What follows belongs to an exercise in optimizing a design on an open flow for small area; a production flow would make more cautious choices.
In this exercise RTL edits were held to simulation tests only and were not proved equivalent to the original.
No activity file was given, so power comes from the tool's default toggle rates.

Design top, start of the top module:
module top(m_ss_bar,reset,m_sclk,MOSI_2,opb_abus,opb_dbus,opb_select,opb_rnw,opb_clk,opb_dataout);
  input  [31:0] opb_dbus;
  input  [15:0] opb_abus;
  input         opb_clk, reset;
  input         opb_select;
  input         opb_rnw;
  output [31:0] opb_dataout;
  output        m_sclk, m_ss_bar, MOSI_2;
  wire        rd, wr;
  wire [2:0]  asel;
  wire [15:0] wdata;
  wire [15:0] rback;
  wire [15:0] dout;
  slavebusint m3 (
    .opb_clk(opb_clk), .reset(reset),
    .opb_select(opb_select), .opb_rnw(opb_rnw), .opb_abus(opb_abus), .opb_dbus(opb_dbus),
    .rd(rd), .wr(wr), .asel(asel), .data_in(wdata), .data_out(rback), .o_sl_dbus(dout));
  serialclockdvdr m1 (
    .clock(opb_clk), .reset(reset),
    .write(wr), .read(rd), .asel(asel), .opb_datain(wdata), .opb_dataout(rback),
    .m_ss_bar(m_ss_bar), .m_sclk(m_sclk), .MOSI_2(MOSI_2));
  assign opb_dataout = {16'h0000, dout};
endmodule
export LEC_CHECK = 0
export CAP_MARGIN = 20
export CORE_MARGIN = 2
export CORE_UTILIZATION = 40
export CTS_BUF_LIST = sky130_fd_sc_hd__clkbuf_8
export SLEW_MARGIN = 20
create_clock -name core_clock -period 10.0 [get_ports {opb_clk}]
standard.sh (not shown) runs the stock make flow with config.mk's settings and CLKGATE_MAP_FILE= SYNTH_SCRIPT=/design/flow/synth_recipe.tcl, a recipe that flattens the netlist after the stock synthesis.
==> flow/flow/run.sh <==
#!/bin/bash
# Own layout flow: the standard ORFS flow (standard.sh) with three changes that only
# affect how the layout is built:
#  - synthesis runs synth_recipe.tcl unchanged except that ABC maps the logic with an
#    area-oriented script (area.abc) instead of ORFS's speed script; registers are mapped
#    by the same dfflibmap step, so their names and cells are the standard ones;
#    ORFS's half/full-adder extraction is also skipped so that ABC maps adders too;
#  - every input and output port still gets a buffer, but a 1x one (buf_1);
#  - the clock tree uses clkbuf_8 and no dummy loads.
# Each tool's output goes to its own log in this folder (and ORFS's logs under orfs/logs).
set -euo pipefail
W=$(pwd)
sed "s#synth_recipe\.tcl#flow/synth_area.tcl#" standard.sh > run_standard.sh
export MY_ABC_SCRIPT="$W/flow/area.abc"
bash run_standard.sh \
  ADDER_MAP_FILE= \
  "BUFFER_PORTS_ARGS=-buffer_cell sky130_fd_sc_hd__buf_1" \
  "CTS_ARGS=-sink_clustering_enable -repair_clock_nets -buf_list sky130_fd_sc_hd__clkbuf_8 -dont_use_dummy_load" \
  finish > "$W/flow_make.log" 2>&1
for f in orfs/logs/*/*/*/*.log; do cp "$f" "$W/log_$(basename "$f")"; done
==> flow/flow/area.abc <==
strash
dc2
dch -f
amap -m
topo
==> flow/flow/synth_area.tcl <==
# synth_recipe.tcl with one change: ABC's script is $::env(MY_ABC_SCRIPT).
proc synth {args} { yosys synth -nofsm -noshare {*}$args }
proc abc {args} {
  set i [lsearch -exact $args -script]
  if {$i >= 0} { lset args [expr {$i + 1}] $::env(MY_ABC_SCRIPT) }
  yosys abc {*}$args
}
source $::env(SCRIPTS_DIR)/synth.tcl
# left out here: clear keep_hierarchy, flatten, clean up, hide names made inside functions, write 1_2_yosys.v
Edit:
--- a/flow/flow/run.sh
+++ b/flow/flow/run.sh
@@ -16 +16 @@
-  ADDER_MAP_FILE= \
+  ADDER_MAP_FILE= SKIP_REPAIR_TIE_FANOUT=1 \
@@ -18 +18 @@
-  "CTS_ARGS=-sink_clustering_enable -repair_clock_nets -buf_list sky130_fd_sc_hd__clkbuf_8 -dont_use_dummy_load" \
+  "CTS_ARGS=-sink_clustering_enable -repair_clock_nets -buf_list {sky130_fd_sc_hd__clkbuf_4 sky130_fd_sc_hd__clkbuf_8} -dont_use_dummy_load" \
--- a/flow/config.mk
+++ b/flow/config.mk
@@ -10 +10 @@
-export CORE_UTILIZATION = 40
+export CORE_UTILIZATION = 70
The new run completed with no timing, DRC or antenna violations.
Hold slack improves by 0.0070 ns.
Sequential cell count does not change.
Power stays flat.
Register-to-register slack got worse by 0.18 ns.
Global-route usage grows by 14 points.
Area after synthesis stays the same.
Non-clock buffer count went down by 2.
Edit:
--- a/flow/flow/run.sh
+++ b/flow/flow/run.sh
@@ -18 +18 @@
-  "CTS_ARGS=-sink_clustering_enable -repair_clock_nets -buf_list {sky130_fd_sc_hd__clkbuf_4 sky130_fd_sc_hd__clkbuf_8} -dont_use_dummy_load" \
+  "CTS_ARGS=-sink_clustering_enable -repair_clock_nets -buf_list sky130_fd_sc_hd__clkbuf_8 -dont_use_dummy_load" \
The changed run completed with no timing, DRC or antenna violations; clock power is about the same; clock skew stays the same; hold slack is unchanged; cell count is unchanged; setup slack does not change; routed wire length is unchanged; cell area stays the same.

re-timing with driven ports:
Ports are ideal in the flow. The routed layouts listed here were re-timed in OpenROAD.
Step 1: set_driving_cell puts a clkbuf_16 on opb_clk and a buf_2 on each other input, an assumption about the parent block.
Step 2 adds t to the input delays and takes it off the output delays; t is the mean of the earliest and latest rising clock arrival at the registers after step 1. Input paths then give back, and output paths get back, about the clock's delay inside the block.
Three values: no drivers, after step 1, after step 2; two values: the first two.
run | t (ns) | setup WS [ns] | worst hold slack (ns) | clock arrival spread, ns
the first run | 0.483 | 4.355 / 4.355 / 4.355 | 0.474 / 0.474 / 0.474 | 0.020 / 0.020
the second run | 0.485 | 4.172 / 4.172 / 4.172 | 0.481 / 0.481 / 0.481 | 0.033 / 0.033
the third run | 0.485 | 4.172 / 4.172 / 4.172 | 0.481 / 0.481 / 0.481 | 0.033 / 0.033
After both steps every run listed still meets setup and hold.
